This design comes from an exercise in tuning for small area and a short achievable clock period on the open sky130 flow, not from production work. Where RTL was checked, it was by simulation tests only, not by an equivalence proof against the original. Function not checked in runs 4 and 5: the RTL went through the layout flow alone. Power figures rest on the tool's default switching activity, not on a simulated workload.

<file path="design/flow/config.mk">
export PLATFORM = sky130hd
export DESIGN_NAME = pipelined_regfile_2stage
export DESIGN_NICKNAME = pipelined_regfile_2stage
export VERILOG_FILES = /design/flow/design.v
export SDC_FILE = /design/flow/constraint.sdc
export NUM_CORES = 4
export LEC_CHECK = 0
export CAP_MARGIN = 20
export CORE_MARGIN = 2
export CORE_UTILIZATION = 60
export CTS_CLUSTER_DIAMETER = 60
export CTS_CLUSTER_SIZE = 20
export SETUP_SLACK_MARGIN = 3.7
export SLEW_MARGIN = 20
export SYNTH_HIERARCHICAL = 1
</file>
<file path="design/flow/flow/run.sh">
#!/bin/bash
# The standard layout (standard.sh, unchanged synthesis and steps), with
# plain buffers instead of delay cells on the ports. make's full output goes
# to standard.log here; each step's own log is under orfs/logs/.
set -euo pipefail
export BUFFER_PORTS_ARGS="-buffer_cell sky130_fd_sc_hd__buf_2"
bash standard.sh > standard.log 2>&1
</file>
<file path="design/flow/standard.sh">
#!/bin/bash
# synth_recipe.tcl (not shown) runs the flow's synth.tcl, then flattens the netlist and writes it again
# the make line also repeats each setting of config.mk as NAME=value (left out here)
make -C /OpenROAD-flow-scripts/flow DESIGN_CONFIG=/design/flow/config.mk WORK_HOME=/design/flow/orfs CLKGATE_MAP_FILE= SYNTH_SCRIPT=/design/flow/synth_recipe.tcl "${@:-finish}"
</file>
<file path="design/flow/constraint.sdc">
create_clock -name core_clock -period 7.0 [get_ports {clk}]
set_input_delay 1.4000 -clock core_clock [delete_from_list [all_inputs] [get_ports {clk}]]
set_output_delay 1.4000 -clock core_clock [all_outputs]
set_load 0.01 [all_outputs]
</file>
<file path="design/flow/design.v">
`timescale 1ns / 10ps
`timescale 1ns / 10ps
module alu (
  input  [15:0] a,       
  input  [15:0] b,       
  input  [15:0] pc,      
  input  [3:0]  op,
  input  [3:0]  imm,
  output [15:0] out,
  output [15:0] aux,
  output [15:0] x2,      
  output [15:0] x3,
  output        cin,
  output        zero     
);
  wire [15:0] sext = {{12{imm[3]}}, imm};
  wire [15:0] addr = a + sext;
  assign zero = (a == b);
  wire        le = (a <= b);
  wire [15:0] shr = imm[3] ? 16'd0 : a >> imm[2:0];
  wire [15:0] ms, mc, m2, m3;
  mul_csa M (.a(a), .b(b), .v0(ms), .v1(mc), .v2(m2), .v3(m3));
  wire sel_a   = (op == 4'b0000) | (op == 4'b0001);
  wire sel_and = (op == 4'b0010);
  wire sel_xor = (op == 4'b0011);
  wire sel_shr = (op == 4'b0101);
  wire sel_com = (op == 4'b0110);
  wire sel_mul = (op == 4'b0111) | (op == 4'b0100);
  wire sel_lw  = (op == 4'b1000);
  wire sel_sw  = (op == 4'b1001);
  wire sel_adr = sel_lw | sel_sw;
  wire sel_pc  = (op == 4'b1101);
  wire sub     = (op == 4'b0001);
  assign out = ({16{sel_a}}   & a)
             | ({16{sel_and}} & (a & b))
             | ({16{sel_xor}} & (a ^ b))
             | ({16{sel_shr}} & shr)
             | {15'd0, sel_com & le}
             | ({16{sel_mul}} & ms)
             | ({16{sel_adr}} & addr)
             | ({16{sel_pc}}  & pc);
  assign aux = sel_mul ? mc : ({16{sel_a | sel_adr}} & (b ^ {16{sub}}));
  assign x2 = {16{sel_mul}} & m2;
  assign x3 = {16{sel_mul}} & m3;
  assign cin = sub;
endmodule
module mul_csa (
  input  [15:0] a,
  input  [15:0] b,
  output [15:0] v0,
  output [15:0] v1,
  output [15:0] v2,
  output [15:0] v3
);
  wire [15:0] pp0 = a[15:0] & {16{b[0]}};
  wire [14:0] pp1 = a[14:0] & {15{b[1]}};
  wire [13:0] pp2 = a[13:0] & {14{b[2]}};
  wire [12:0] pp3 = a[12:0] & {13{b[3]}};
  wire [11:0] pp4 = a[11:0] & {12{b[4]}};
  wire [10:0] pp5 = a[10:0] & {11{b[5]}};
  wire [9:0] pp6 = a[9:0] & {10{b[6]}};
  wire [8:0] pp7 = a[8:0] & {9{b[7]}};
  wire [7:0] pp8 = a[7:0] & {8{b[8]}};
  wire [6:0] pp9 = a[6:0] & {7{b[9]}};
  wire [5:0] pp10 = a[5:0] & {6{b[10]}};
  wire [4:0] pp11 = a[4:0] & {5{b[11]}};
  wire [3:0] pp12 = a[3:0] & {4{b[12]}};
  wire [2:0] pp13 = a[2:0] & {3{b[13]}};
  wire [1:0] pp14 = a[1:0] & {2{b[14]}};
  wire [0:0] pp15 = a[0:0] & {1{b[15]}};
  wire s0 = pp0[13] ^ pp1[12];
  wire c0 = pp0[13] & pp1[12];
  wire s1 = pp0[14] ^ pp1[13] ^ pp2[12];
  wire c1 = (pp0[14] & pp1[13]) | (pp0[14] & pp2[12]) | (pp1[13] & pp2[12]);
  wire s2 = pp3[11] ^ pp4[10];
  wire c2 = pp3[11] & pp4[10];
  wire s3 = pp0[15] ^ pp1[14] ^ pp2[13];
  wire c3 = (pp0[15] & pp1[14]) | (pp0[15] & pp2[13]) | (pp1[14] & pp2[13]);
  wire s4 = pp3[12] ^ pp4[11] ^ pp5[10];
  wire c4 = (pp3[12] & pp4[11]) | (pp3[12] & pp5[10]) | (pp4[11] & pp5[10]);
  wire s5 = pp6[9] ^ pp7[8];
  wire c5 = pp6[9] & pp7[8];
  wire s6 = pp0[9] ^ pp1[8];
  wire c6 = pp0[9] & pp1[8];
  wire s7 = pp0[10] ^ pp1[9] ^ pp2[8];
  wire c7 = (pp0[10] & pp1[9]) | (pp0[10] & pp2[8]) | (pp1[9] & pp2[8]);
  wire s8 = pp3[7] ^ pp4[6];
  wire c8 = pp3[7] & pp4[6];
  wire s9 = pp0[11] ^ pp1[10] ^ pp2[9];
  wire c9 = (pp0[11] & pp1[10]) | (pp0[11] & pp2[9]) | (pp1[10] & pp2[9]);
  wire s10 = pp3[8] ^ pp4[7] ^ pp5[6];
  wire c10 = (pp3[8] & pp4[7]) | (pp3[8] & pp5[6]) | (pp4[7] & pp5[6]);
  wire s11 = pp6[5] ^ pp7[4];
  wire c11 = pp6[5] & pp7[4];
  wire s12 = pp0[12] ^ pp1[11] ^ pp2[10];
  wire c12 = (pp0[12] & pp1[11]) | (pp0[12] & pp2[10]) | (pp1[11] & pp2[10]);
  wire s13 = pp3[9] ^ pp4[8] ^ pp5[7];
  wire c13 = (pp3[9] & pp4[8]) | (pp3[9] & pp5[7]) | (pp4[8] & pp5[7]);
  wire s14 = pp6[6] ^ pp7[5] ^ pp8[4];
  wire c14 = (pp6[6] & pp7[5]) | (pp6[6] & pp8[4]) | (pp7[5] & pp8[4]);
  wire s15 = pp9[3] ^ pp10[2];
  wire c15 = pp9[3] & pp10[2];
  wire s16 = pp2[11] ^ pp3[10] ^ pp4[9];
  wire c16 = (pp2[11] & pp3[10]) | (pp2[11] & pp4[9]) | (pp3[10] & pp4[9]);
  wire s17 = pp5[8] ^ pp6[7] ^ pp7[6];
  wire c17 = (pp5[8] & pp6[7]) | (pp5[8] & pp7[6]) | (pp6[7] & pp7[6]);
  wire s18 = pp8[5] ^ pp9[4] ^ pp10[3];
  wire c18 = (pp8[5] & pp9[4]) | (pp8[5] & pp10[3]) | (pp9[4] & pp10[3]);
  wire s19 = pp11[2] ^ pp12[1] ^ pp13[0];
  wire c19 = (pp11[2] & pp12[1]) | (pp11[2] & pp13[0]) | (pp12[1] & pp13[0]);
  wire s20 = pp5[9] ^ pp6[8] ^ pp7[7];
  wire c20 = (pp5[9] & pp6[8]) | (pp5[9] & pp7[7]) | (pp6[8] & pp7[7]);
  wire s21 = pp8[6] ^ pp9[5] ^ pp10[4];
  wire c21 = (pp8[6] & pp9[5]) | (pp8[6] & pp10[4]) | (pp9[5] & pp10[4]);
  wire s22 = pp11[3] ^ pp12[2] ^ pp13[1];
  wire c22 = (pp11[3] & pp12[2]) | (pp11[3] & pp13[1]) | (pp12[2] & pp13[1]);
  wire s23 = pp14[0] ^ c0 ^ s1;
  wire c23 = (pp14[0] & c0) | (pp14[0] & s1) | (c0 & s1);
  wire s24 = pp8[7] ^ pp9[6] ^ pp10[5];
  wire c24 = (pp8[7] & pp9[6]) | (pp8[7] & pp10[5]) | (pp9[6] & pp10[5]);
  wire s25 = pp11[4] ^ pp12[3] ^ pp13[2];
  wire c25 = (pp11[4] & pp12[3]) | (pp11[4] & pp13[2]) | (pp12[3] & pp13[2]);
  wire s26 = pp14[1] ^ pp15[0] ^ c1;
  wire c26 = (pp14[1] & pp15[0]) | (pp14[1] & c1) | (pp15[0] & c1);
  wire s27 = c2 ^ s3 ^ s4;
  wire c27 = (c2 & s3) | (c2 & s4) | (s3 & s4);
  wire s28 = pp0[6] ^ pp1[5];
  wire c28 = pp0[6] & pp1[5];
  wire s29 = pp0[7] ^ pp1[6] ^ pp2[5];
  wire c29 = (pp0[7] & pp1[6]) | (pp0[7] & pp2[5]) | (pp1[6] & pp2[5]);
  wire s30 = pp3[4] ^ pp4[3];
  wire c30 = pp3[4] & pp4[3];
  wire s31 = pp0[8] ^ pp1[7] ^ pp2[6];
  wire c31 = (pp0[8] & pp1[7]) | (pp0[8] & pp2[6]) | (pp1[7] & pp2[6]);
  wire s32 = pp3[5] ^ pp4[4] ^ pp5[3];
  wire c32 = (pp3[5] & pp4[4]) | (pp3[5] & pp5[3]) | (pp4[4] & pp5[3]);
  wire s33 = pp6[2] ^ pp7[1];
  wire c33 = pp6[2] & pp7[1];
  wire s34 = pp2[7] ^ pp3[6] ^ pp4[5];
  wire c34 = (pp2[7] & pp3[6]) | (pp2[7] & pp4[5]) | (pp3[6] & pp4[5]);
  wire s35 = pp5[4] ^ pp6[3] ^ pp7[2];
  wire c35 = (pp5[4] & pp6[3]) | (pp5[4] & pp7[2]) | (pp6[3] & pp7[2]);
  wire s36 = pp8[1] ^ pp9[0] ^ s6;
  wire c36 = (pp8[1] & pp9[0]) | (pp8[1] & s6) | (pp9[0] & s6);
  wire s37 = pp5[5] ^ pp6[4] ^ pp7[3];
  wire c37 = (pp5[5] & pp6[4]) | (pp5[5] & pp7[3]) | (pp6[4] & pp7[3]);
  wire s38 = pp8[2] ^ pp9[1] ^ pp10[0];
  wire c38 = (pp8[2] & pp9[1]) | (pp8[2] & pp10[0]) | (pp9[1] & pp10[0]);
  wire s39 = c6 ^ s7 ^ s8;
  wire c39 = (c6 & s7) | (c6 & s8) | (s7 & s8);
  wire s40 = pp8[3] ^ pp9[2] ^ pp10[1];
  wire c40 = (pp8[3] & pp9[2]) | (pp8[3] & pp10[1]) | (pp9[2] & pp10[1]);
  wire s41 = pp11[0] ^ c7 ^ c8;
  wire c41 = (pp11[0] & c7) | (pp11[0] & c8) | (c7 & c8);
  wire s42 = s9 ^ s10 ^ s11;
  wire c42 = (s9 & s10) | (s9 & s11) | (s10 & s11);
  wire s43 = pp11[1] ^ pp12[0] ^ c9;
  wire c43 = (pp11[1] & pp12[0]) | (pp11[1] & c9) | (pp12[0] & c9);
  wire s44 = c10 ^ c11 ^ s12;
  wire c44 = (c10 & c11) | (c10 & s12) | (c11 & s12);
  wire s45 = s13 ^ s14 ^ s15;
  wire c45 = (s13 & s14) | (s13 & s15) | (s14 & s15);
  wire s46 = s0 ^ c12 ^ c13;
  wire c46 = (s0 & c12) | (s0 & c13) | (c12 & c13);
  wire s47 = c14 ^ c15 ^ s16;
  wire c47 = (c14 & c15) | (c14 & s16) | (c15 & s16);
  wire s48 = s17 ^ s18 ^ s19;
  wire c48 = (s17 & s18) | (s17 & s19) | (s18 & s19);
  wire s49 = s2 ^ c16 ^ c17;
  wire c49 = (s2 & c16) | (s2 & c17) | (c16 & c17);
  wire s50 = c18 ^ c19 ^ s20;
  wire c50 = (c18 & c19) | (c18 & s20) | (c19 & s20);
  wire s51 = s21 ^ s22 ^ s23;
  wire c51 = (s21 & s22) | (s21 & s23) | (s22 & s23);
  wire s52 = s5 ^ c20 ^ c21;
  wire c52 = (s5 & c20) | (s5 & c21) | (c20 & c21);
  wire s53 = c22 ^ c23 ^ s24;
  wire c53 = (c22 & c23) | (c22 & s24) | (c23 & s24);
  wire s54 = s25 ^ s26 ^ s27;
  wire c54 = (s25 & s26) | (s25 & s27) | (s26 & s27);
  wire s55 = pp0[4] ^ pp1[3];
  wire c55 = pp0[4] & pp1[3];
  wire s56 = pp0[5] ^ pp1[4] ^ pp2[3];
  wire c56 = (pp0[5] & pp1[4]) | (pp0[5] & pp2[3]) | (pp1[4] & pp2[3]);
  wire s57 = pp3[2] ^ pp4[1];
  wire c57 = pp3[2] & pp4[1];
  wire s58 = pp2[4] ^ pp3[3] ^ pp4[2];
  wire c58 = (pp2[4] & pp3[3]) | (pp2[4] & pp4[2]) | (pp3[3] & pp4[2]);
  wire s59 = pp5[1] ^ pp6[0] ^ s28;
  wire c59 = (pp5[1] & pp6[0]) | (pp5[1] & s28) | (pp6[0] & s28);
  wire s60 = pp5[2] ^ pp6[1] ^ pp7[0];
  wire c60 = (pp5[2] & pp6[1]) | (pp5[2] & pp7[0]) | (pp6[1] & pp7[0]);
  wire s61 = c28 ^ s29 ^ s30;
  wire c61 = (c28 & s29) | (c28 & s30) | (s29 & s30);
  wire s62 = pp8[0] ^ c29 ^ c30;
  wire c62 = (pp8[0] & c29) | (pp8[0] & c30) | (c29 & c30);
  wire s63 = s31 ^ s32 ^ s33;
  wire c63 = (s31 & s32) | (s31 & s33) | (s32 & s33);
  wire s64 = c31 ^ c32 ^ c33;
  wire c64 = (c31 & c32) | (c31 & c33) | (c32 & c33);
  wire s65 = s34 ^ s35 ^ s36;
  wire c65 = (s34 & s35) | (s34 & s36) | (s35 & s36);
  wire s66 = c34 ^ c35 ^ c36;
  wire c66 = (c34 & c35) | (c34 & c36) | (c35 & c36);
  wire s67 = s37 ^ s38 ^ s39;
  wire c67 = (s37 & s38) | (s37 & s39) | (s38 & s39);
  wire s68 = c37 ^ c38 ^ c39;
  wire c68 = (c37 & c38) | (c37 & c39) | (c38 & c39);
  wire s69 = s40 ^ s41 ^ s42;
  wire c69 = (s40 & s41) | (s40 & s42) | (s41 & s42);
  wire s70 = c40 ^ c41 ^ c42;
  wire c70 = (c40 & c41) | (c40 & c42) | (c41 & c42);
  wire s71 = s43 ^ s44 ^ s45;
  wire c71 = (s43 & s44) | (s43 & s45) | (s44 & s45);
  wire s72 = c43 ^ c44 ^ c45;
  wire c72 = (c43 & c44) | (c43 & c45) | (c44 & c45);
  wire s73 = s46 ^ s47 ^ s48;
  wire c73 = (s46 & s47) | (s46 & s48) | (s47 & s48);
  wire s74 = c46 ^ c47 ^ c48;
  wire c74 = (c46 & c47) | (c46 & c48) | (c47 & c48);
  wire s75 = s49 ^ s50 ^ s51;
  wire c75 = (s49 & s50) | (s49 & s51) | (s50 & s51);
  wire s76 = c49 ^ c50 ^ c51;
  wire c76 = (c49 & c50) | (c49 & c51) | (c50 & c51);
  wire s77 = s52 ^ s53 ^ s54;
  wire c77 = (s52 & s53) | (s52 & s54) | (s53 & s54);
  assign v0 = {c74, c72, c70, c68, c66, c64, c62, c60, c58, c56, pp5[0], pp2[2], pp0[3], pp0[2], pp0[1], pp0[0]};
  assign v1 = {c75, c73, c71, c69, c67, c65, c63, c61, c59, c57, c55, pp3[1], pp1[2], pp1[1], pp1[0], 1'b0};
  assign v2 = {s76, s74, s72, s70, s68, s66, s64, s62, s60, s58, s56, pp4[0], pp2[1], pp2[0], 1'b0, 1'b0};
  assign v3 = {s77, s75, s73, s71, s69, s67, s65, s63, s61, s59, s57, s55, pp3[0], 1'b0, 1'b0, 1'b0};
endmodule
module mem_add (
  input  [15:0] v0,
  input  [15:0] v1,
  input  [15:0] v2,
  input  [15:0] v3,
  input         cin,
  output [15:0] sum
);
  wire ms0 = v0[3] ^ v1[3];
  wire mc0 = v0[3] & v1[3];
  wire ms1, mc1, mt1;
  xor2 mX1a (.a(v0[4]), .b(v1[4]), .y(mt1));
  xor2 mX1b (.a(mt1), .b(v2[4]), .y(ms1));
  maj3 mM1 (.a(v0[4]), .b(v1[4]), .c(v2[4]), .y(mc1));
  wire ms2, mc2, mt2;
  xor2 mX2a (.a(v0[5]), .b(v1[5]), .y(mt2));
  xor2 mX2b (.a(mt2), .b(v2[5]), .y(ms2));
  maj3 mM2 (.a(v0[5]), .b(v1[5]), .c(v2[5]), .y(mc2));
  wire ms3, mc3, mt3;
  xor2 mX3a (.a(v0[6]), .b(v1[6]), .y(mt3));
  xor2 mX3b (.a(mt3), .b(v2[6]), .y(ms3));
  maj3 mM3 (.a(v0[6]), .b(v1[6]), .c(v2[6]), .y(mc3));
  wire ms4, mc4, mt4;
  xor2 mX4a (.a(v0[7]), .b(v1[7]), .y(mt4));
  xor2 mX4b (.a(mt4), .b(v2[7]), .y(ms4));
  maj3 mM4 (.a(v0[7]), .b(v1[7]), .c(v2[7]), .y(mc4));
  wire ms5, mc5, mt5;
  xor2 mX5a (.a(v0[8]), .b(v1[8]), .y(mt5));
  xor2 mX5b (.a(mt5), .b(v2[8]), .y(ms5));
  maj3 mM5 (.a(v0[8]), .b(v1[8]), .c(v2[8]), .y(mc5));
  wire ms6, mc6, mt6;
  xor2 mX6a (.a(v0[9]), .b(v1[9]), .y(mt6));
  xor2 mX6b (.a(mt6), .b(v2[9]), .y(ms6));
  maj3 mM6 (.a(v0[9]), .b(v1[9]), .c(v2[9]), .y(mc6));
  wire ms7, mc7, mt7;
  xor2 mX7a (.a(v0[10]), .b(v1[10]), .y(mt7));
  xor2 mX7b (.a(mt7), .b(v2[10]), .y(ms7));
  maj3 mM7 (.a(v0[10]), .b(v1[10]), .c(v2[10]), .y(mc7));
  wire ms8, mc8, mt8;
  xor2 mX8a (.a(v0[11]), .b(v1[11]), .y(mt8));
  xor2 mX8b (.a(mt8), .b(v2[11]), .y(ms8));
  maj3 mM8 (.a(v0[11]), .b(v1[11]), .c(v2[11]), .y(mc8));
  wire ms9, mc9, mt9;
  xor2 mX9a (.a(v0[12]), .b(v1[12]), .y(mt9));
  xor2 mX9b (.a(mt9), .b(v2[12]), .y(ms9));
  maj3 mM9 (.a(v0[12]), .b(v1[12]), .c(v2[12]), .y(mc9));
  wire ms10, mc10, mt10;
  xor2 mX10a (.a(v0[13]), .b(v1[13]), .y(mt10));
  xor2 mX10b (.a(mt10), .b(v2[13]), .y(ms10));
  maj3 mM10 (.a(v0[13]), .b(v1[13]), .c(v2[13]), .y(mc10));
  wire ms11, mc11, mt11;
  xor2 mX11a (.a(v0[14]), .b(v1[14]), .y(mt11));
  xor2 mX11b (.a(mt11), .b(v2[14]), .y(ms11));
  maj3 mM11 (.a(v0[14]), .b(v1[14]), .c(v2[14]), .y(mc11));
  wire ms12, mc12, mt12;
  xor2 mX12a (.a(v0[15]), .b(v1[15]), .y(mt12));
  xor2 mX12b (.a(mt12), .b(v2[15]), .y(ms12));
  maj3 mM12 (.a(v0[15]), .b(v1[15]), .c(v2[15]), .y(mc12));
  wire ms13 = v0[2] ^ v1[2];
  wire mc13 = v0[2] & v1[2];
  wire ms14, mc14, mt14;
  xor2 mX14a (.a(v2[3]), .b(v3[3]), .y(mt14));
  xor2 mX14b (.a(mt14), .b(ms0), .y(ms14));
  maj3 mM14 (.a(v2[3]), .b(v3[3]), .c(ms0), .y(mc14));
  wire ms15, mc15, mt15;
  xor2 mX15a (.a(v3[4]), .b(mc0), .y(mt15));
  xor2 mX15b (.a(mt15), .b(ms1), .y(ms15));
  maj3 mM15 (.a(v3[4]), .b(mc0), .c(ms1), .y(mc15));
  wire ms16, mc16, mt16;
  xor2 mX16a (.a(v3[5]), .b(mc1), .y(mt16));
  xor2 mX16b (.a(mt16), .b(ms2), .y(ms16));
  maj3 mM16 (.a(v3[5]), .b(mc1), .c(ms2), .y(mc16));
  wire ms17, mc17, mt17;
  xor2 mX17a (.a(v3[6]), .b(mc2), .y(mt17));
  xor2 mX17b (.a(mt17), .b(ms3), .y(ms17));
  maj3 mM17 (.a(v3[6]), .b(mc2), .c(ms3), .y(mc17));
  wire ms18, mc18, mt18;
  xor2 mX18a (.a(v3[7]), .b(mc3), .y(mt18));
  xor2 mX18b (.a(mt18), .b(ms4), .y(ms18));
  maj3 mM18 (.a(v3[7]), .b(mc3), .c(ms4), .y(mc18));
  wire ms19, mc19, mt19;
  xor2 mX19a (.a(v3[8]), .b(mc4), .y(mt19));
  xor2 mX19b (.a(mt19), .b(ms5), .y(ms19));
  maj3 mM19 (.a(v3[8]), .b(mc4), .c(ms5), .y(mc19));
  wire ms20, mc20, mt20;
  xor2 mX20a (.a(v3[9]), .b(mc5), .y(mt20));
  xor2 mX20b (.a(mt20), .b(ms6), .y(ms20));
  maj3 mM20 (.a(v3[9]), .b(mc5), .c(ms6), .y(mc20));
  wire ms21, mc21, mt21;
  xor2 mX21a (.a(v3[10]), .b(mc6), .y(mt21));
  xor2 mX21b (.a(mt21), .b(ms7), .y(ms21));
  maj3 mM21 (.a(v3[10]), .b(mc6), .c(ms7), .y(mc21));
  wire ms22, mc22, mt22;
  xor2 mX22a (.a(v3[11]), .b(mc7), .y(mt22));
  xor2 mX22b (.a(mt22), .b(ms8), .y(ms22));
  maj3 mM22 (.a(v3[11]), .b(mc7), .c(ms8), .y(mc22));
  wire ms23, mc23, mt23;
  xor2 mX23a (.a(v3[12]), .b(mc8), .y(mt23));
  xor2 mX23b (.a(mt23), .b(ms9), .y(ms23));
  maj3 mM23 (.a(v3[12]), .b(mc8), .c(ms9), .y(mc23));
  wire ms24, mc24, mt24;
  xor2 mX24a (.a(v3[13]), .b(mc9), .y(mt24));
  xor2 mX24b (.a(mt24), .b(ms10), .y(ms24));
  maj3 mM24 (.a(v3[13]), .b(mc9), .c(ms10), .y(mc24));
  wire ms25, mc25, mt25;
  xor2 mX25a (.a(v3[14]), .b(mc10), .y(mt25));
  xor2 mX25b (.a(mt25), .b(ms11), .y(ms25));
  maj3 mM25 (.a(v3[14]), .b(mc10), .c(ms11), .y(mc25));
  wire ms26, mc26, mt26;
  xor2 mX26a (.a(v3[15]), .b(mc11), .y(mt26));
  xor2 mX26b (.a(mt26), .b(ms12), .y(ms26));
  maj3 mM26 (.a(v3[15]), .b(mc11), .c(ms12), .y(mc26));
  assign sum = {mc25, mc24, mc23, mc22, mc21, mc20, mc19, mc18, mc17, mc16, mc15, mc14, mc13, v2[2], v0[1], v1[0]} + {ms26, ms25, ms24, ms23, ms22, ms21, ms20, ms19, ms18, ms17, ms16, ms15, ms14, ms13, v1[1], v0[0]} + {15'd0, cin};
endmodule
module xor2 (input a, input b, output y);
  assign y = a ^ b;
endmodule
module maj3 (input a, input b, input c, output y);
  assign y = (a & b) | (a & c) | (b & c);
endmodule
`timescale 1ns / 10ps
module regfile (
  input              clk,
  input              rst,
  input              wen,
  input  [15:0]      rsel1,     
  input  [15:0]      rsel2,
  input  [15:0]      inj2,      
  input  [3:0]       waddr,
  input  [15:0]      wdata,
  output [15:0]      rdata1,
  output [15:0]      rdata2
);
  reg [15:0] regdata [0:15];
  reg rst_q;
  always @(posedge clk) rst_q <= rst;
  wire [15:0] wd = rst_q ? 16'd0 : wdata;
  genvar i;
  generate
    for (i = 0; i < 16; i = i + 1) begin : r
      wire we = rst_q | (wen & (waddr == i));
      always @(posedge clk)
        if (we) regdata[i] <= (i == 1) ? (wd | {13'd0, rst_q, 1'b0, rst_q}) : wd;
    end
  endgenerate
  reg [15:0] rd1, rd2;
  integer k;
  always @(*) begin
    rd1 = 16'd0;
    rd2 = inj2;
    for (k = 0; k < 16; k = k + 1) begin
      rd1 = rd1 | ({16{rsel1[k]}} & regdata[k]);
      rd2 = rd2 | ({16{rsel2[k]}} & regdata[k]);
    end
  end
  assign rdata1 = rd1;
  assign rdata2 = rd2;
endmodule
`timescale 1ns / 1ps
`timescale 1ns / 10ps
module pipelined_regfile_2stage(clk, rst, imem_addr, imem_data, dmem_addr, dmem_wdata, dmem_we, dmem_re, dmem_rdata, wb_en, wb_addr, wb_data);
input clk;
input rst;
output [15:0] imem_addr;
input  [15:0] imem_data;
output [15:0] dmem_addr;
output [15:0] dmem_wdata;
output dmem_we;
output dmem_re;
input  [15:0] dmem_rdata;
output wb_en;
output [3:0] wb_addr;
output [15:0] wb_data;
reg  [15:0] pc;
wire [15:0] inst = imem_data;
wire [3:0]  op = inst[15:12];
wire        regdst = (op == 4'b1001) | (op == 4'b1010);
wire        jump = (op == 4'b1011) | (op == 4'b1101);
wire        jr = (op == 4'b1100);
wire [15:0] rdata1, rdata2;
wire [15:0] sel_rs = 16'd1 << inst[7:4];
wire [15:0] sel_rd = 16'd1 << inst[11:8];
wire [15:0] sel_rt = 16'd1 << inst[3:0];
wire        shl = (op == 4'b0100);
wire [15:0] sel2 = regdst ? sel_rd : shl ? 16'd0 : sel_rt;
wire [15:0] pow2 = (shl & ~inst[3]) ? (16'd1 << inst[2:0]) : 16'd0;
reg         wb_wen;
reg  [3:0]  wb_rd;
reg  [15:0] wb_val;
regfile RF0 (.clk(clk), .rst(rst), .wen(wb_wen), .rsel1(sel_rs), .rsel2(sel2), .inj2(pow2),
             .waddr(wb_rd), .wdata(wb_val), .rdata1(rdata1), .rdata2(rdata2));
reg         ex_v;
reg  [3:0]  ex_op, ex_imm, ex_rd;
reg  [15:0] ex_a, ex_b, ex_pc;
always @(posedge clk) begin
  ex_v   <= ~rst;
  ex_op  <= op;
  ex_imm <= inst[3:0];
  ex_rd  <= (op == 4'b1101) ? 4'd15 : inst[11:8];
  ex_a   <= rdata1;
  ex_b   <= rdata2;
  ex_pc  <= pc;
end
wire [15:0] ex_out, ex_aux, ex_x2, ex_x3;
wire        ex_cin, zero;
alu ALU0 (.a(ex_a), .b(ex_b), .pc(ex_pc), .op(ex_op), .imm(ex_imm),
          .out(ex_out), .aux(ex_aux), .x2(ex_x2), .x3(ex_x3), .cin(ex_cin), .zero(zero));
wire taken = ex_v & (ex_op == 4'b1010) & zero;
wire [15:0] btarget = ex_pc + {{12{ex_imm[3]}}, ex_imm};
wire [15:0] pc_next = jr ? rdata1 :
                      jump ? {pc[15:12], inst[11:0]} :
                      taken ? btarget : pc + 16'd1;
always @(posedge clk)
  pc <= rst ? 16'd0 : pc_next;
assign imem_addr = pc;
reg         mem_wen, mem_re, mem_we;
reg         mem_cin;
reg  [3:0]  mem_rd;
reg  [15:0] mem_res, mem_aux, mem_x2, mem_x3;
always @(posedge clk) begin
  mem_wen <= ~rst & ex_v & ((ex_op <= 4'b1000) | (ex_op == 4'b1101));
  mem_re  <= ~rst & ex_v & (ex_op == 4'b1000);
  mem_we  <= ~rst & ex_v & (ex_op == 4'b1001);
  mem_cin <= ex_cin;
  mem_rd  <= ex_rd;
  mem_res <= ex_out;
  mem_aux <= ex_aux;
  mem_x2  <= ex_x2 & 16'hfffc;    
  mem_x3  <= ex_x3 & 16'hfff8;
end
assign dmem_addr  = mem_res;
assign dmem_wdata = mem_aux;
assign dmem_we    = mem_we;
assign dmem_re    = mem_re;
wire [15:0] sum;
mem_add ADD0 (.v0(mem_res), .v1(mem_aux), .v2(mem_x2), .v3(mem_x3), .cin(mem_cin),
              .sum(sum));
wire [15:0] mem_val = mem_re ? dmem_rdata : sum;
always @(posedge clk) begin
  wb_wen <= ~rst & mem_wen;
  wb_rd  <= mem_rd;
  wb_val <= mem_val;
end
assign wb_en   = wb_wen;
assign wb_addr = wb_rd;
assign wb_data = wb_val;
endmodule
</file>
==> results.sh, run 1 <==
export IMPL_result_of_the_run="complete, no violations"
export IMPL_clkSinkCount=422
export IMPL_period_share=0.462
export IMPL_gr_usage_all_layers=0.381
export IMPL_detailed_place_hpwl_microns=52000
export IMPL_vdd_ir_drop_worst_v=0.000325
export IMPL_worst_slew_pin_slew_ns=1.18
export IMPL_vias=18500
export IMPL_grt_pass1_vias=17900
export IMPL_clk_insertion_delay_late_ns=0.64
export IMPL_min_path_type="reg2reg"
export IMPL_power_frac_comb=0.292
export IMPL_die_area_sq_um=41300
export IMPL_tritoncts="yes"
export IMPL_flow_area_growth_from_synthesis_pct=7.61
export IMPL_top_delay_family_on_crit_path="XOR/XNOR gates"
export IMPL_globalRoute_totalOverflow=0
export IMPL_cts_hold_buffers_added=0
export IMPL_final_wtd_congestion=0.968
export IMPL_crit_path_max_fanout=4
export IMPL_clkSlewWorstSetupHoldPaths_ns=0.08
export IMPL_max_cap_violations=0
export IMPL_cp_cell_sequence="xor2_1 > xor2_1 > xor2_1 > ha_1 > a21oi_1 > o211ai_2 > a31oi_4 > o21ai_2 > xnor2_2 > mux2_2"
export IMPL_postSynthCellCount=2111
export IMPL_portion_of_total_power_attributed_to_the_clock_network=0.254
export IMPL_grt_antenna_before_repair=5
export IMPL_slew_viol_final=0
export IMPL_dr_pass1_iters=9
export IMPL_p_per_area_nw_per_um2=302
export IMPL_fp_row_count=72
export IMPL_cp_data_arrival_time_ns=3.80
export IMPL_cts_htree_levels=1
export IMPL_synth_warnings=9
export IMPL_netlist_area_sq_um=23800
export IMPL_clock_root_buffer="sky130_fd_sc_hd__clkbuf_16"
export IMPL_cts_inserted_buffers=31
export IMPL_final_cell_count_no_fill=2686
export IMPL_antenna_left=0
export IMPL_setup_worst_path_class="reg2reg"
export IMPL_die_y_microns=203
export IMPL_switch_share=0.354
export IMPL_max_stage_delay_cell_worst_path="sky130_fd_sc_hd__xor2_1"
export IMPL_whs_ns=0.331
export IMPL_place_detailed_instances=2620
export IMPL_netSwitchingPower_mw=2.73
export IMPL_fmax_mhz=309
export IMPL_final_hold_viol_count=0
export IMPL_critPathMostFrequentCell="sky130_fd_sc_hd__xor2_1"
export IMPL_critPathBufInv=0
export IMPL_synth_avg_cell_area_sq_um=11.3
export IMPL_fillers=3065
export IMPL_grt_setup_unrepaired="no"
export IMPL_core_area_sq_um=38900
export IMPL_clock_tree_buffer_depth=3
export IMPL_timing_slew_headroom=0.217
export IMPL_layout_min_cycle_time_ns=3.23
export IMPL_fp_dieW_microns=203
export IMPL_port_buffers=104
export IMPL_clock_skew_final_ns=0.0324
export IMPL_final_layout_size_suffix_gt1_frac=0.168
export IMPL_sequential_group_share_of_total_power=0.455
export IMPL_finalSetupTns_ns=0
export IMPL_routed_wl_microns=79400
export IMPL_finalSetupViolations=0
export IMPL_wire_length_of_the_first_global_routing_pass_microns=116000
export IMPL_drc_errors=0
export IMPL_max_stage_delay_ns=0.45
export IMPL_timing_critical_path_from_type="flop"
export IMPL_grt_max_degree=44
export IMPL_worst_ep_required_time_ns=7.57
export IMPL_fin_util=0.658
export IMPL_layout_nets=2324
export IMPL_cellLeakagePower_nw=10.4
export IMPL_drt_initial_drc_count=2415
export IMPL_ioPinCount=105
export IMPL_p_int_mw=5.00
export IMPL_timing_critical_path_to_type="flop"
export IMPL_routed_wire_length_per_instance_microns=29.5
export IMPL_via_per_inst=6.87
export IMPL_initial_utilization=0.612
## sequential cells by signal, summed over array words and instances, names as in the netlist, 4 cells and up
signal	count
mem_aux	16
ex_rd	4
ex_op	4
mem_x2	14
ex_b	16
mem_res	16
wb_val	16
pc	16
ex_a	16
wb_rd	4
ex_imm	4
RF0.regdata	256
mem_x3	13
mem_rd	4
ex_pc	16
## cell usage in the layout, fill, tap and decap left out, drive strengths merged, types with 80 or more instances in the layout
cell,count
ha,90
a22o,81
inv,95
buf,158
edfxtp,256
xor2,80
and2,103
a21oi,93
dfxtp,166
nor2,85
a221oi,90
nand2,153
## routing by layer
layer  GRT usage  vias up  part of all wire
met5           0        -           0.00033
met4       0.205        4             0.064
met3      0.0745      330              0.11
met2       0.593     1239              0.45
met1       0.507     8978              0.38
li1            -     7909                 -
## worst paths after layout
path                    from         end  slack [ns]  depth (start not counted)
hold reg to reg    mem_rd[1]    wb_rd[1]        0.33                          0
setup reg to reg  mem_res[4]  wb_val[15]        3.77                         10
setup / recovery  mem_res[4]  wb_val[15]        3.77                         10
hold / removal     mem_rd[1]    wb_rd[1]        0.33                          0
## power by group through the flow
stage,clock [mW],combinational (mW),sequential (mW)
2_1_floorplan,0,1.65,3.44
3_3_place_gp,0,2.15,3.55
3_5_place_dp,0,2.19,3.55
4_1_cts,1.97,2.22,3.50
5_1_grt,2.06,2.46,3.55
6_report,1.96,2.26,3.52
## what timing repair did
item,CTS,global route
endpoints found under the setup margin,20,9
gates cloned,0,1
pin swaps,0,1
setup buffers,1,2
resized for setup,11,15
## stage by stage
step           setup WS (ns)  area (sq um)  total power [mW]
6_report                3.77         25600              7.73
5_1_grt                 3.73         25600              8.07
4_1_cts                 3.70         25500              7.69
3_5_place_dp            3.01         24400              5.74
3_3_place_gp            3.08         24400              5.69
2_1_floorplan           3.78         23800              5.09
## layout make-up
cell class	count	area (sq um)	area share
antenna	3	7.51	0.000293
clock buffer	38	802	0.0313
clock inverter	19	295	0.0115
inverter	87	327	0.0127
multi-input combinational	1441	11600	0.451
sequential	422	11000	0.431
tap	518	648	0.0253
timing repair buffer	158	953	0.0372
==> run 2, diff against run 1 <==
--- a/design/flow/config.mk
+++ b/design/flow/config.mk
@@ -12,3 +12,3 @@
 export CTS_CLUSTER_SIZE = 20
-export SETUP_SLACK_MARGIN = 3.7
+export SETUP_SLACK_MARGIN = 4.0
 export SLEW_MARGIN = 20
==> results.sh, run 2 <==
export IMPL_die_area_sq_um=41300
export IMPL_finalSetupViolations=0
export IMPL_clock_tree_buffer_depth=3
export IMPL_final_wtd_congestion=0.968
export IMPL_antenna_left=0
export IMPL_via_per_inst=6.86
export IMPL_tritoncts="yes"
export IMPL_dr_pass1_iters=6
export IMPL_grt_max_degree=44
export IMPL_p_per_area_nw_per_um2=293
export IMPL_postSynthCellCount=2111
export IMPL_slew_viol_final=0
export IMPL_grt_antenna_before_repair=2
export IMPL_fp_dieW_microns=203
export IMPL_finalSetupTns_ns=0
export IMPL_crit_path_max_fanout=7
export IMPL_routed_wire_length_per_instance_microns=30.1
export IMPL_worst_slew_pin_slew_ns=1.17
export IMPL_insertedDiodeCount=0
export IMPL_final_layout_size_suffix_gt1_frac=0.206
export IMPL_clk_insertion_delay_late_ns=0.64
export IMPL_cts_hold_buffers_added=0
export IMPL_clock_skew_final_ns=0.0349
export IMPL_timing_slew_headroom=0.221
export IMPL_die_y_microns=203
export IMPL_cp_data_arrival_time_ns=3.35
export IMPL_fmax_mhz=332
export IMPL_result_of_the_run="complete, no violations"
export IMPL_layout_min_cycle_time_ns=3.01
export IMPL_clkSlewWorstSetupHoldPaths_ns=0.08
export IMPL_flow_area_growth_from_synthesis_pct=10.7
export IMPL_setup_worst_path_class="in2reg"
export IMPL_regMostFlops="RF0.regdata"
export IMPL_drt_initial_drc_count=2872
export IMPL_netlist_area_sq_um=23800
export IMPL_layout_common_cells="sky130_fd_sc_hd__edfxtp_1, sky130_fd_sc_hd__nand2_1, sky130_fd_sc_hd__dfxtp_1"
export IMPL_initial_utilization=0.612
export IMPL_min_path_type="reg2reg"
export IMPL_cts_htree_levels=1
export IMPL_core_area_sq_um=38900
export IMPL_final_cell_count_no_fill=2746
export IMPL_synth_avg_cell_area_sq_um=11.3
export IMPL_place_detailed_instances=2619
export IMPL_layout_nets=2387
export IMPL_vias=18800
export IMPL_ioPinCount=105
export IMPL_final_hold_viol_count=0
export IMPL_mostFrequentLayoutCell="sky130_fd_sc_hd__edfxtp_1"
export IMPL_fillers=2946
export IMPL_largest_register_ffs=256
export IMPL_cellLeakagePower_nw=10.7
export IMPL_routed_wl_microns=82600
export IMPL_globalRoute_totalOverflow=0
export IMPL_detailed_place_hpwl_microns=53200
export IMPL_period_share=0.430
export IMPL_wire_length_of_the_first_global_routing_pass_microns=119000
export IMPL_timing_critical_path_to_type="flop"
export IMPL_grt_pass1_vias=18100
export IMPL_gr_usage_all_layers=0.394
export IMPL_cts_inserted_buffers=30
export IMPL_fp_row_count=72
export IMPL_synth_warnings=9
export IMPL_vdd_ir_drop_worst_v=0.000225
export IMPL_worst_ep_required_time_ns=7.34
export IMPL_drc_errors=0
export IMPL_port_buffers=104
export IMPL_clock_root_buffer="sky130_fd_sc_hd__clkbuf_16"
export IMPL_max_cap_violations=0
export IMPL_timing_critical_path_from_type="input pin"
export IMPL_clkSinkCount=422
export IMPL_grt_setup_unrepaired="yes"
==> run 2: worst max-delay path: stages <==
cell and delay (ns):
sky130_fd_sc_hd__buf_6 0.12, sky130_fd_sc_hd__xnor2_4 0.14, sky130_fd_sc_hd__nor3b_4 0.29, sky130_fd_sc_hd__nor2_4 0.10, sky130_fd_sc_hd__nand3b_1 0.26, sky130_fd_sc_hd__o22ai_2 0.14, sky130_fd_sc_hd__buf_6 0.17, sky130_fd_sc_hd__a222oi_1 0.30
sky130_fd_sc_hd__nand4_1 0.41
==> run 2: repair_timing <==
action,in CTS,in global routing
setup endpoints to repair,22,23
setup buffers,12,56
cloned,0,1
pin swaps,3,20
resized for setup,25,62
==> run 2: final cells by class <==
class	count	area (sq um)	area share
Tap cell	518	648	0.0246
Sequential cell	422	11100	0.420
Clock inverter	14	201	0.00764
Timing Repair Buffer	223	1570	0.0596
Inverter	87	327	0.0124
Multi-Input combinational cell	1440	11700	0.445
Clock buffer	42	816	0.0310
==> run 2: worst paths after layout <==
check | startpoint | end | slack (ns) | cells after the start
max | imem_data[12] | ex_b[9] | 3.99 | 9
min | mem_rd[1] | wb_rd[1] | 0.33 | 0
max reg2reg | ex_b[2] | mem_aux[15] | 4.01 | 8
min reg2reg | mem_rd[1] | wb_rd[1] | 0.33 | 0
==> run 2: power breakdown <==
part / internal [mW] / switching [mW]
logic: 0.928 / 1.47
clock network: 0.890 / 0.946
registers: 3.13 / 0.362
==> run 2: routing by layer <==
metal  wire (microns)  GRT usage
met5                9          0
met4             4270      0.178
met3             9500     0.0885
met2            37700      0.621
met1            31100      0.523
==> run 2: through the flow <==
step                      utilization  cell area, sq um  worst slack, ns  total power, mW  hold slack, ns
final                           0.677             26400             3.99             7.73           0.330
after floorplan                     -             23900             4.00             5.10           0.310
after global placement          0.627             24400             3.28             5.71           0.312
after global routing            0.677             26400             3.90             8.05           0.335
after detailed placement        0.627             24400             3.24             5.75           0.315
after CTS                       0.658             25600             3.84             7.61           0.333
==> run 3, diff against run 2 <==
--- a/design/flow/config.mk
+++ b/design/flow/config.mk
@@ -12,3 +12,3 @@
 export CTS_CLUSTER_SIZE = 20
-export SETUP_SLACK_MARGIN = 4.0
+export SETUP_SLACK_MARGIN = 3.9
 export SLEW_MARGIN = 20
==> results.sh, run 3 <==
export IMPL_result_of_the_run="complete, no violations"
export IMPL_grt_setup_unrepaired="no"
export IMPL_worstHoldStart="mem_rd[2]"
export IMPL_worst_r2r_cell_count=9
export IMPL_min_path_type="reg2reg"
export IMPL_place_detailed_instances=2630
export IMPL_die_y_microns=203
export IMPL_via_per_inst=6.83
export IMPL_fp_dieW_microns=203
export IMPL_r2r_start="ex_b[0]"
export IMPL_timing_critical_path_to_type="flop"
export IMPL_cts_hold_buffers_added=0
export IMPL_cts_inserted_buffers=35
export IMPL_clock_skew_final_ns=0.0354
export IMPL_fin_util=0.670
export IMPL_worst_slew_pin_slew_ns=1.15
export IMPL_final_layout_size_suffix_gt1_frac=0.185
export IMPL_grt_antenna_before_repair=1
export IMPL_tritoncts="yes"
export IMPL_synth_avg_cell_area_sq_um=11.3
export IMPL_period_share=0.436
export IMPL_globalRoute_totalOverflow=0
export IMPL_clkSinkCount=422
export IMPL_max_stage_delay_ns=0.41
export IMPL_drt_initial_drc_count=2055
export IMPL_clock_tree_buffer_depth=3
export IMPL_final_cell_count_no_fill=2720
export IMPL_layout_min_cycle_time_ns=3.05
export IMPL_core_area_sq_um=38900
export IMPL_critical_path_reg2reg_endpoint="mem_aux[15]"
export IMPL_clk_insertion_delay_late_ns=0.59
export IMPL_die_area_sq_um=41300
export IMPL_vdd_ir_drop_worst_v=0.000301
export IMPL_routed_wire_length_per_instance_microns=29.8
export IMPL_p_per_area_nw_per_um2=300
export IMPL_fp_row_count=72
export IMPL_r2r_setup_slack_ns=4.00
export IMPL_routed_wl_microns=81100
export IMPL_final_wtd_congestion=0.950
export IMPL_mostFrequentLayoutCell="sky130_fd_sc_hd__edfxtp_1"
export IMPL_drc_errors=0
export IMPL_report_power_total_mw=7.82
export IMPL_port_buffers=104
export IMPL_whs_endpoint="wb_rd[2]"
export IMPL_cp_cell_sequence="buf_2 > xnor2_1 > nor3b_4 > nor2_2 > nand2_1 > o22ai_1 > buf_4 > a222oi_1 > nand4_1"
export IMPL_antenna_left=0
export IMPL_max_stage_delay_cell_worst_path="sky130_fd_sc_hd__a222oi_1"
export IMPL_slew_viol_final=0
export IMPL_finalSetupViolations=0
export IMPL_setup_worst_path_class="in2reg"
export IMPL_netlist_area_sq_um=23800
export IMPL_dr_pass1_iters=7
export IMPL_max_cap_violations=0
export IMPL_grt_pass1_vias=18500
export IMPL_cp_data_arrival_time_ns=3.41
export IMPL_worst_ep_required_time_ns=7.36
export IMPL_clkSlewWorstSetupHoldPaths_ns=0.08
export IMPL_wire_length_of_the_first_global_routing_pass_microns=118000
export IMPL_cellLeakagePower_nw=10.6
export IMPL_critPathBufInv=2
export IMPL_final_hold_viol_count=0
export IMPL_fmax_mhz=328
export IMPL_detailed_place_hpwl_microns=52500
export IMPL_vias=18600
export IMPL_worst_hold_path_num_cells=0
export IMPL_layout_common_cells="sky130_fd_sc_hd__edfxtp_1, sky130_fd_sc_hd__nand2_1, sky130_fd_sc_hd__dfxtp_1"
export IMPL_timing_slew_headroom=0.231
export IMPL_synth_warnings=9
export IMPL_grt_max_degree=44
export IMPL_top_delay_family_on_crit_path="simple AND/OR/NAND/NOR gates"
export IMPL_finalSetupTns_ns=0
export IMPL_clock_root_buffer="sky130_fd_sc_hd__clkbuf_16"
export IMPL_timing_critical_path_from_type="input pin"
export IMPL_layout_nets=2357
export IMPL_ioPinCount=105
export IMPL_regMostFlops="RF0.regdata"
export IMPL_flow_area_growth_from_synthesis_pct=9.42
export IMPL_gr_usage_all_layers=0.391
export IMPL_largest_register_ffs=256
export IMPL_initial_utilization=0.612
export IMPL_crit_path_max_fanout=16
export IMPL_cts_htree_levels=2
export IMPL_postSynthCellCount=2111
run 3: per-stage QoR:
stage	hold WS, ns	worst slack [ns]	instance area (sq um)
after floorplan	0.310	3.90	23900
after global placement	0.310	3.30	24400
after detailed placement	0.312	3.17	24500
after CTS	0.331	3.81	25700
after global routing	0.345	3.88	26100
final	0.333	3.95	26100
run 3: cell type report:
class	count	area [sq um]
repair buffers	188	1270
well taps	518	648
flip-flops and latches	422	11000
inverters	87	327
diodes	1	2.50
clock inverters	19	231
clock buffers	45	933
fillers	3021	12900
multi-input cells	1440	11600
run 3: power by group:
| part | switching (mW) | internal [mW] |
|---|---|---|
| logic | 1.41 | 0.892 |
| registers | 0.350 | 3.13 |
| clock network | 1.00 | 1.03 |
run 3: per-layer routing:
metal | wire (microns) | global-route usage
met1 | 29500 | 0.483
met2 | 37600 | 0.641
met3 | 8340 | 0.0756
met4 | 5620 | 0.229
met5 | 0 | 0
run 3: what timing repair did:
action	in CTS	in global routing
gates cloned	0	2
endpoints found under the setup margin	24	24
resized for setup	18	45
pin swaps	1	10
setup buffers	3	20
run 3: worst max-delay path by stage:
stage / start / cells past startpoint / end
floorplan: imem_data[15] / 10 / ex_b[0]
global placement: imem_data[5] / 8 / pc[12]
detailed placement: imem_data[12] / 10 / ex_b[10]
CTS: ex_imm[0] / 9 / pc[12]
global route: imem_data[12] / 9 / ex_b[11]
finish: imem_data[12] / 9 / ex_b[11]
==> run 4, diff against run 3 <==
--- a/design/flow/design.v
+++ b/design/flow/design.v
@@ -407,3 +407,2 @@
 wire [3:0]  op = inst[15:12];
-wire        regdst = (op == 4'b1001) | (op == 4'b1010);
 wire        jump = (op == 4'b1011) | (op == 4'b1101);
@@ -411,8 +410,4 @@
 wire [15:0] rdata1, rdata2;
-wire [15:0] sel_rs = 16'd1 << inst[7:4];
-wire [15:0] sel_rd = 16'd1 << inst[11:8];
-wire [15:0] sel_rt = 16'd1 << inst[3:0];
-wire        shl = (op == 4'b0100);
-wire [15:0] sel2 = regdst ? sel_rd : shl ? 16'd0 : sel_rt;
-wire [15:0] pow2 = (shl & ~inst[3]) ? (16'd1 << inst[2:0]) : 16'd0;
+wire [15:0] sel_rs, sel2, pow2;
+read_select RS (.inst(inst), .sel1(sel_rs), .sel2(sel2), .pow2(pow2));
 reg         wb_wen;
@@ -478 +473,16 @@
 endmodule
+module read_select (
+  input  [15:0] inst,
+  output [15:0] sel1,
+  output [15:0] sel2,
+  output [15:0] pow2
+);
+  wire [3:0]  op = inst[15:12];
+  wire        regdst = (op == 4'b1001) | (op == 4'b1010);
+  wire        shl = (op == 4'b0100);
+  wire [15:0] sel_rd = 16'd1 << inst[11:8];
+  wire [15:0] sel_rt = 16'd1 << inst[3:0];
+  assign sel1 = 16'd1 << inst[7:4];
+  assign sel2 = ({16{regdst}} & sel_rd) | ({16{~regdst & ~shl}} & sel_rt);
+  assign pow2 = (shl & ~inst[3]) ? (16'd1 << inst[2:0]) : 16'd0;
+endmodule
==> design/flow/run.sh (new file) <==
#!/bin/bash
# synth_recipe.tcl (not shown) runs the flow's synth.tcl, then flattens the netlist and writes it again
# the make line also repeats each setting of config.mk as NAME=value (left out here)
make -C /OpenROAD-flow-scripts/flow DESIGN_CONFIG=/design/flow/config.mk WORK_HOME=/design/flow/orfs CLKGATE_MAP_FILE= SYNTH_SCRIPT=/design/flow/synth_recipe.tcl finish
--- a/design/flow/config.mk
+++ b/design/flow/config.mk
@@ -9,6 +9,6 @@
 export CORE_MARGIN = 2
-export CORE_UTILIZATION = 60
+export CORE_UTILIZATION = 40
 export CTS_CLUSTER_DIAMETER = 60
 export CTS_CLUSTER_SIZE = 20
-export SETUP_SLACK_MARGIN = 3.9
+export SETUP_SLACK_MARGIN = 3.7
 export SLEW_MARGIN = 20
removed: design/flow/flow/run.sh
removed: design/flow/standard.sh
==> results.sh, run 4 <==
export IMPL_die_area_sq_um=61900
export IMPL_multi_input_comb_area_sq_um=11900
export IMPL_via_per_inst=6.33
export IMPL_cts_inserted_buffers=37
export IMPL_routed_wire_length_per_instance_microns=29.3
export IMPL_cp_depth=11
export IMPL_fp_row_count=89
export IMPL_fillers=5379
export IMPL_max_stage_delay_ns=0.39
export IMPL_cts_htree_levels=2
export IMPL_tritoncts="yes"
export IMPL_worst_slew_pin_slew_ns=1.15
export IMPL_regMostFlops="RF0.regdata"
export IMPL_worst_hold_path_num_cells=0
export IMPL_mostFrequentLayoutCell="sky130_fd_sc_hd__edfxtp_1"
export IMPL_top_delay_family_on_crit_path="simple AND/OR/NAND/NOR gates"
export IMPL_dr_pass1_iters=7
export IMPL_layout_min_cycle_time_ns=3.41
export IMPL_critPathBufInv=4
export IMPL_clkSinkCount=422
export IMPL_clock_root_buffer="sky130_fd_sc_hd__clkbuf_16"
export IMPL_ioPinCount=105
export IMPL_clkSlewWorstSetupHoldPaths_ns=0.08
export IMPL_finalSetupTns_ns=0
export IMPL_clock_skew_final_ns=0.0313
export IMPL_fmax_mhz=293
export IMPL_antenna_left=0
export IMPL_synth_avg_cell_area_sq_um=11.3
export IMPL_drc_errors=0
export IMPL_clock_tree_buffer_depth=3
export IMPL_synth_warnings=9
export IMPL_cellLeakagePower_nw=10.7
export IMPL_timing_critical_path_from_type="input pin"
export IMPL_final_hold_viol_count=0
export IMPL_layout_area_seq_sq_um=11100
export IMPL_final_layout_size_suffix_gt1_frac=0.160
export IMPL_grt_max_degree=44
export IMPL_postSynthCellCount=2120
export IMPL_finish_instance_area_sq_um=27300
export IMPL_crit_path_max_fanout=11
export IMPL_setup_worst_path_class="in2reg"
export IMPL_slew_viol_final=0
export IMPL_detailed_place_hpwl_microns=59000
export IMPL_period_share=0.487
export IMPL_port_buffers=104
export IMPL_worst_ep_required_time_ns=7.47
export IMPL_cp_cell_sequence="clkdlybuf4s15_2 > nand2b_2 > nor3_4 > buf_6 > a221oi_2 > nand4_1 > buf_4 > buf_4 > a21oi_1 > and4b_2 > a2111oi_2"
export IMPL_routed_wl_microns=87600
export IMPL_finalSetupViolations=0
export IMPL_whs_ns=0.329
export IMPL_result_of_the_run="complete, no violations"
export IMPL_drt_initial_drc_count=2617
export IMPL_min_path_type="reg2reg"
export IMPL_gr_usage_all_layers=0.274
export IMPL_vdd_ir_drop_worst_v=0.000149
export IMPL_fp_dieW_microns=249
export IMPL_grt_setup_unrepaired="yes"
export IMPL_cp_data_arrival_time_ns=3.88
export IMPL_place_area_sq_um=25500
export IMPL_globalRoute_totalOverflow=0
export IMPL_largest_register_ffs=256
export IMPL_final_wtd_congestion=0.939
export IMPL_flow_area_growth_from_synthesis_pct=14.1
export IMPL_timing_critical_path_to_type="flop"
export IMPL_netlist_area_sq_um=24000
export IMPL_cts_hold_buffers_added=0
export IMPL_core_area_sq_um=59100
export IMPL_max_stage_delay_cell_worst_path="sky130_fd_sc_hd__nor3_4"
export IMPL_p_per_area_nw_per_um2=298
export IMPL_layout_nets=2374
export IMPL_timing_slew_headroom=0.237
export IMPL_critPathMostFrequentCell="sky130_fd_sc_hd__buf_4"
export IMPL_wire_length_of_the_first_global_routing_pass_microns=126000
export IMPL_worst_r2r_cell_count=11
export IMPL_layout_common_cells="sky130_fd_sc_hd__edfxtp_1, sky130_fd_sc_hd__nand2_1, sky130_fd_sc_hd__dfxtp_1"
export IMPL_vias=18900
export IMPL_grt_pass1_vias=18600
export IMPL_clk_insertion_delay_late_ns=0.59
export IMPL_grt_antenna_before_repair=4
export IMPL_initial_utilization=0.405
export IMPL_max_cap_violations=0
export IMPL_die_y_microns=249
run 4: path summary, 6_finish.rpt:
| check | from | to | slack (ns) |
|---|---|---|---|
| setup / recovery | imem_data[6] | pc[14] | 3.59 |
| hold / removal | mem_rd[0] | wb_rd[0] | 0.33 |
| setup reg to reg | ex_b[10] | pc[6] | 3.69 |
| hold reg to reg | mem_rd[0] | wb_rd[0] | 0.33 |
run 4: final cells by class:
class,count,area share
Multi-Input combinational cell,1445,0.434
Sequential cell,422,0.404
Timing Repair Buffer,199,0.0667
Tap cell,773,0.0354
Clock buffer,39,0.0349
Clock inverter,26,0.0130
Inverter,86,0.0118
Antenna cell,1,0.0000915
run 4: metal layers:
layer	vias to the layer above	wire [microns]	global-route usage
li1	8047	-	-
met1	9228	34200	0.352
met5	-	27	0
met4	4	5820	0.158
met2	1296	39300	0.433
met3	357	8200	0.0529
run 4: where the power goes:
| part | internal, mW | total, mW | switching (mW) |
|---|---|---|---|
| clock network | 1.14 | 2.24 | 1.10 |
| logic | 0.968 | 2.35 | 1.39 |
| registers | 3.13 | 3.56 | 0.434 |
run 4: what timing repair did:
action,4_1_cts,5_1_grt
buffers inserted,20,17
pin swaps,10,7
endpoints found under the setup margin,50,27
endpoints found under the hold margin,0,0
cloned,0,1
resized for setup,59,33
run 4: stage by stage:
step | total power [mW] | worst slack [ns] | std cells | utilization
after global placement | 5.84 | 2.43 | 2887 | 0.431
after detailed placement | 5.86 | 2.32 | 2887 | 0.431
final | 8.16 | 3.59 | 2991 | 0.462
after CTS | 8.11 | 3.71 | 2972 | 0.458
after global routing | 8.49 | 3.59 | 2990 | 0.462
after floorplan | 5.07 | 3.79 | 2127 | -
==> run 5, diff against run 4 <==
--- a/design/flow/design.v
+++ b/design/flow/design.v
@@ -20,4 +20,2 @@
   wire [15:0] shr = imm[3] ? 16'd0 : a >> imm[2:0];
-  wire [15:0] ms, mc, m2, m3;
-  mul_csa M (.a(a), .b(b), .v0(ms), .v1(mc), .v2(m2), .v3(m3));
   wire sel_a   = (op == 4'b0000) | (op == 4'b0001);
@@ -33,13 +31,12 @@
   wire sub     = (op == 4'b0001);
-  assign out = ({16{sel_a}}   & a)
-             | ({16{sel_and}} & (a & b))
-             | ({16{sel_xor}} & (a ^ b))
-             | ({16{sel_shr}} & shr)
-             | {15'd0, sel_com & le}
-             | ({16{sel_mul}} & ms)
-             | ({16{sel_adr}} & addr)
-             | ({16{sel_pc}}  & pc);
-  assign aux = sel_mul ? mc : ({16{sel_a | sel_adr}} & (b ^ {16{sub}}));
-  assign x2 = {16{sel_mul}} & m2;
-  assign x3 = {16{sel_mul}} & m3;
+  wire [15:0] o0 = ({16{sel_a}}   & a)
+                 | ({16{sel_and}} & (a & b))
+                 | ({16{sel_xor}} & (a ^ b))
+                 | ({16{sel_shr}} & shr)
+                 | {15'd0, sel_com & le}
+                 | ({16{sel_adr}} & addr)
+                 | ({16{sel_pc}}  & pc);
+  wire [15:0] o1 = {16{sel_a | sel_adr}} & (b ^ {16{sub}});
+  mul_csa M (.a(a), .b(b), .sel(sel_mul), .o0(o0), .o1(o1),
+             .v0(out), .v1(aux), .v2(x2), .v3(x3));
   assign cin = sub;
@@ -49,2 +46,5 @@
   input  [15:0] b,
+  input         sel,
+  input  [15:0] o0,
+  input  [15:0] o1,
   output [15:0] v0,
@@ -226,6 +226,10 @@
   wire c77 = (s52 & s53) | (s52 & s54) | (s53 & s54);
-  assign v0 = {c74, c72, c70, c68, c66, c64, c62, c60, c58, c56, pp5[0], pp2[2], pp0[3], pp0[2], pp0[1], pp0[0]};
-  assign v1 = {c75, c73, c71, c69, c67, c65, c63, c61, c59, c57, c55, pp3[1], pp1[2], pp1[1], pp1[0], 1'b0};
-  assign v2 = {s76, s74, s72, s70, s68, s66, s64, s62, s60, s58, s56, pp4[0], pp2[1], pp2[0], 1'b0, 1'b0};
-  assign v3 = {s77, s75, s73, s71, s69, s67, s65, s63, s61, s59, s57, s55, pp3[0], 1'b0, 1'b0, 1'b0};
+  wire [15:0] t0 = {c74, c72, c70, c68, c66, c64, c62, c60, c58, c56, pp5[0], pp2[2], pp0[3], pp0[2], pp0[1], pp0[0]};
+  wire [15:0] t1 = {c75, c73, c71, c69, c67, c65, c63, c61, c59, c57, c55, pp3[1], pp1[2], pp1[1], pp1[0], 1'b0};
+  wire [15:0] t2 = {s76, s74, s72, s70, s68, s66, s64, s62, s60, s58, s56, pp4[0], pp2[1], pp2[0], 1'b0, 1'b0};
+  wire [15:0] t3 = {s77, s75, s73, s71, s69, s67, s65, s63, s61, s59, s57, s55, pp3[0], 1'b0, 1'b0, 1'b0};
+  assign v0 = sel ? t0 : o0;
+  assign v1 = sel ? t1 : o1;
+  assign v2 = {16{sel}} & t2;
+  assign v3 = {16{sel}} & t3;
 endmodule
@@ -407,7 +411,11 @@
 wire [3:0]  op = inst[15:12];
-wire        jump = (op == 4'b1011) | (op == 4'b1101);
+wire        regdst = (op == 4'b1001) | (op == 4'b1010);
 wire        jr = (op == 4'b1100);
 wire [15:0] rdata1, rdata2;
-wire [15:0] sel_rs, sel2, pow2;
-read_select RS (.inst(inst), .sel1(sel_rs), .sel2(sel2), .pow2(pow2));
+wire [15:0] sel_rs = 16'd1 << inst[7:4];
+wire [15:0] sel_rd = 16'd1 << inst[11:8];
+wire [15:0] sel_rt = 16'd1 << inst[3:0];
+wire        shl = (op == 4'b0100);
+wire [15:0] sel2 = regdst ? sel_rd : shl ? 16'd0 : sel_rt;
+wire [15:0] pow2 = (shl & ~inst[3]) ? (16'd1 << inst[2:0]) : 16'd0;
 reg         wb_wen;
@@ -433,7 +441,6 @@
           .out(ex_out), .aux(ex_aux), .x2(ex_x2), .x3(ex_x3), .cin(ex_cin), .zero(zero));
-wire taken = ex_v & (ex_op == 4'b1010) & zero;
-wire [15:0] btarget = ex_pc + {{12{ex_imm[3]}}, ex_imm};
-wire [15:0] pc_next = jr ? rdata1 :
-                      jump ? {pc[15:12], inst[11:0]} :
-                      taken ? btarget : pc + 16'd1;
+wire [15:0] pc_other;
+pc_other PO (.pc(pc), .inst(inst), .ex_v(ex_v), .ex_op(ex_op), .ex_imm(ex_imm),
+             .ex_pc(ex_pc), .zero(zero), .next(pc_other));
+wire [15:0] pc_next = jr ? rdata1 : pc_other;
 always @(posedge clk)
@@ -473,16 +480,18 @@
 endmodule
-module read_select (
+module pc_other (
+  input  [15:0] pc,
   input  [15:0] inst,
-  output [15:0] sel1,
-  output [15:0] sel2,
-  output [15:0] pow2
+  input         ex_v,
+  input  [3:0]  ex_op,
+  input  [3:0]  ex_imm,
+  input  [15:0] ex_pc,
+  input         zero,
+  output [15:0] next
 );
   wire [3:0]  op = inst[15:12];
-  wire        regdst = (op == 4'b1001) | (op == 4'b1010);
-  wire        shl = (op == 4'b0100);
-  wire [15:0] sel_rd = 16'd1 << inst[11:8];
-  wire [15:0] sel_rt = 16'd1 << inst[3:0];
-  assign sel1 = 16'd1 << inst[7:4];
-  assign sel2 = ({16{regdst}} & sel_rd) | ({16{~regdst & ~shl}} & sel_rt);
-  assign pow2 = (shl & ~inst[3]) ? (16'd1 << inst[2:0]) : 16'd0;
+  wire        jump = (op == 4'b1011) | (op == 4'b1101);
+  wire        taken = ex_v & (ex_op == 4'b1010) & zero;
+  wire [15:0] btarget = ex_pc + {{12{ex_imm[3]}}, ex_imm};
+  assign next = jump ? {pc[15:12], inst[11:0]} :
+                taken ? btarget : pc + 16'd1;
 endmodule
==> design/flow/flow/run.sh (new file) <==
#!/bin/bash
# The standard layout (standard.sh, unchanged synthesis and steps), with
# plain buffers instead of delay cells on the ports. make's full output goes
# to standard.log here; each step's own log is under orfs/logs/.
set -euo pipefail
export BUFFER_PORTS_ARGS="-buffer_cell sky130_fd_sc_hd__buf_2"
bash standard.sh > standard.log 2>&1
==> design/flow/standard.sh (new file) <==
#!/bin/bash
# synth_recipe.tcl (not shown) runs the flow's synth.tcl, then flattens the netlist and writes it again
# the make line also repeats each setting of config.mk as NAME=value (left out here)
make -C /OpenROAD-flow-scripts/flow DESIGN_CONFIG=/design/flow/config.mk WORK_HOME=/design/flow/orfs CLKGATE_MAP_FILE= SYNTH_SCRIPT=/design/flow/synth_recipe.tcl "${@:-finish}"
--- a/design/flow/config.mk
+++ b/design/flow/config.mk
@@ -9,6 +9,6 @@
 export CORE_MARGIN = 2
-export CORE_UTILIZATION = 40
+export CORE_UTILIZATION = 60
 export CTS_CLUSTER_DIAMETER = 60
 export CTS_CLUSTER_SIZE = 20
-export SETUP_SLACK_MARGIN = 3.7
+export SETUP_SLACK_MARGIN = 3.9
 export SLEW_MARGIN = 20
removed: design/flow/run.sh
==> results.sh, run 5 <==
export IMPL_finalSetupTns_ns=0
export IMPL_routed_wl_microns=81400
export IMPL_finalSetupViolations=0
export IMPL_fp_row_count=73
export IMPL_synth_warnings=9
export IMPL_timing_critical_path_from_type="flop"
export IMPL_antenna_left=0
export IMPL_finish_instance_area_sq_um=26400
export IMPL_ioPinCount=105
export IMPL_cellLeakagePower_nw=10.5
export IMPL_dr_pass1_iters=9
export IMPL_final_hold_viol_count=0
export IMPL_tritoncts="yes"
export IMPL_cp_data_arrival_time_ns=3.62
export IMPL_clock_skew_final_ns=0.0377
export IMPL_layout_nets=2417
export IMPL_port_buffers=104
export IMPL_cts_hold_buffers_added=0
export IMPL_flow_area_growth_from_synthesis_pct=10.7
export IMPL_max_cap_violations=0
export IMPL_clkSlewWorstSetupHoldPaths_ns=0.08
export IMPL_setup_worst_path_class="reg2reg"
export IMPL_drc_errors=0
export IMPL_die_area_sq_um=41400
export IMPL_vdd_ir_drop_worst_v=0.000281
export IMPL_gr_usage_all_layers=0.389
export IMPL_fmax_mhz=322
export IMPL_synth_avg_cell_area_sq_um=11.1
export IMPL_timing_slew_headroom=0.261
export IMPL_postSynthCellCount=2150
export IMPL_cts_htree_levels=2
export IMPL_vias=19400
export IMPL_result_of_the_run="complete, no violations"
export IMPL_globalRoute_totalOverflow=0
export IMPL_layout_common_cells="sky130_fd_sc_hd__edfxtp_1, sky130_fd_sc_hd__nand2_1, sky130_fd_sc_hd__dfxtp_1"
export IMPL_fillers=3084
export IMPL_die_y_microns=203
export IMPL_place_area_sq_um=24800
export IMPL_worst_ep_required_time_ns=7.51
export IMPL_initial_utilization=0.605
export IMPL_clock_root_buffer="sky130_fd_sc_hd__clkbuf_16"
export IMPL_fp_dieW_microns=203
export IMPL_netlist_area_sq_um=23900
export IMPL_grt_setup_unrepaired="yes"
export IMPL_insertedDiodeCount=0
export IMPL_final_layout_size_suffix_gt1_frac=0.185
export IMPL_detailed_place_hpwl_microns=53600
export IMPL_grt_pass1_vias=18600
export IMPL_routed_wire_length_per_instance_microns=29.2
## run 5: worst paths after layout
| check | startpoint | to | slack [ns] | cells past startpoint |
|---|---|---|---|---|
| min reg2reg | mem_rd[2] | wb_rd[2] | 0.33 | 0 |
| max | ex_b[8] | pc[11] | 3.89 | 12 |
| min | mem_rd[2] | wb_rd[2] | 0.33 | 0 |
| max reg2reg | ex_b[8] | pc[11] | 3.89 | 12 |
## run 5: critical path: stages (launching register included)
cell                       delay (ns)
sky130_fd_sc_hd__dfxtp_2         0.58
sky130_fd_sc_hd__inv_1           0.09
sky130_fd_sc_hd__ha_1            0.31
sky130_fd_sc_hd__nand4_1         0.22
sky130_fd_sc_hd__nor3_2          0.34
sky130_fd_sc_hd__nand4b_1        0.15
sky130_fd_sc_hd__nor3b_2         0.24
sky130_fd_sc_hd__buf_6           0.19
sky130_fd_sc_hd__or2_4           0.18
sky130_fd_sc_hd__o22ai_1         0.10
sky130_fd_sc_hd__nor3_2          0.25
sky130_fd_sc_hd__nand2_2         0.17
sky130_fd_sc_hd__a21oi_1         0.21
## run 5: cell type report
class                           count  area [sq um]  share of cell area
Clock buffer                       42           943              0.0357
Clock inverter                     24           318              0.0120
Inverter                           93           349              0.0132
Multi-Input combinational cell   1506         11900               0.451
Sequential cell                   422         11100               0.419
Tap cell                          525           657              0.0249
Timing Repair Buffer              175          1150              0.0436
## run 5: routing by layer
layer	wire length (microns)	vias to the layer above	global-route usage	part of all wire
met4	4630	2	0.189	0.057
met3	8960	347	0.0748	0.11
li1	-	8241	-	-
met5	12	-	0	0.00015
met1	30300	9442	0.508	0.37
met2	37500	1381	0.625	0.46
## run 5: what timing repair did
action,4_1_cts,5_1_grt
endpoints found under the setup margin,20,15
pin swaps,2,7
buffers inserted,1,11
gates cloned,0,2
hold endpoints to repair,0,0
resized for setup,44,22
## run 5: power breakdown
part,internal (mW),switching [mW]
Combinational,0.936,1.39
Clock,1.08,1.07
Sequential,3.15,0.462
Total,5.17,2.92
## run 5: stage by stage
step	total power, mW	hold slack (ns)	utilization	cells	setup WS, ns
after floorplan	4.97	0.310	-	2157	3.91
after global placement	5.82	0.311	0.627	2704	3.19
after detailed placement	5.85	0.314	0.629	2706	3.22
after CTS	8.00	0.331	0.664	2773	3.86
after global routing	8.42	0.341	0.669	2787	3.82
final	8.09	0.329	0.669	2787	3.89

## port drivers added, routing unchanged
The flow's constraints put no driver on any port. The routed layouts listed below were extracted and timed again, unchanged, in two steps. Step 1 sets driving cells, clkbuf_16 on the clock port and buf_2 on the other inputs (assumed; they add their load-dependent delay and slew). Step 2, shift: input delay + t, output delay - t, t = (earliest + latest rising clock arrival at the registers) / 2. This alone moves slack from input paths to output paths. Three values: ideal ports, drivers, drivers and shift; two values: the first two.
| run | t (ns) | setup WS [ns] |
|---|---|---|
| run 1 | 0.679 | 3.767 / 3.742 / 3.154 |
| run 2 | 0.680 | 3.991 / 4.015 / 3.338 |
| run 3 | 0.632 | 3.948 / 3.985 / 3.353 |
| run 4 | 0.636 | 3.590 / 3.623 / 2.987 |
| run 5 | 0.629 | 3.893 / 3.893 / 3.465 |
After both steps setup and hold are still met in every run listed.
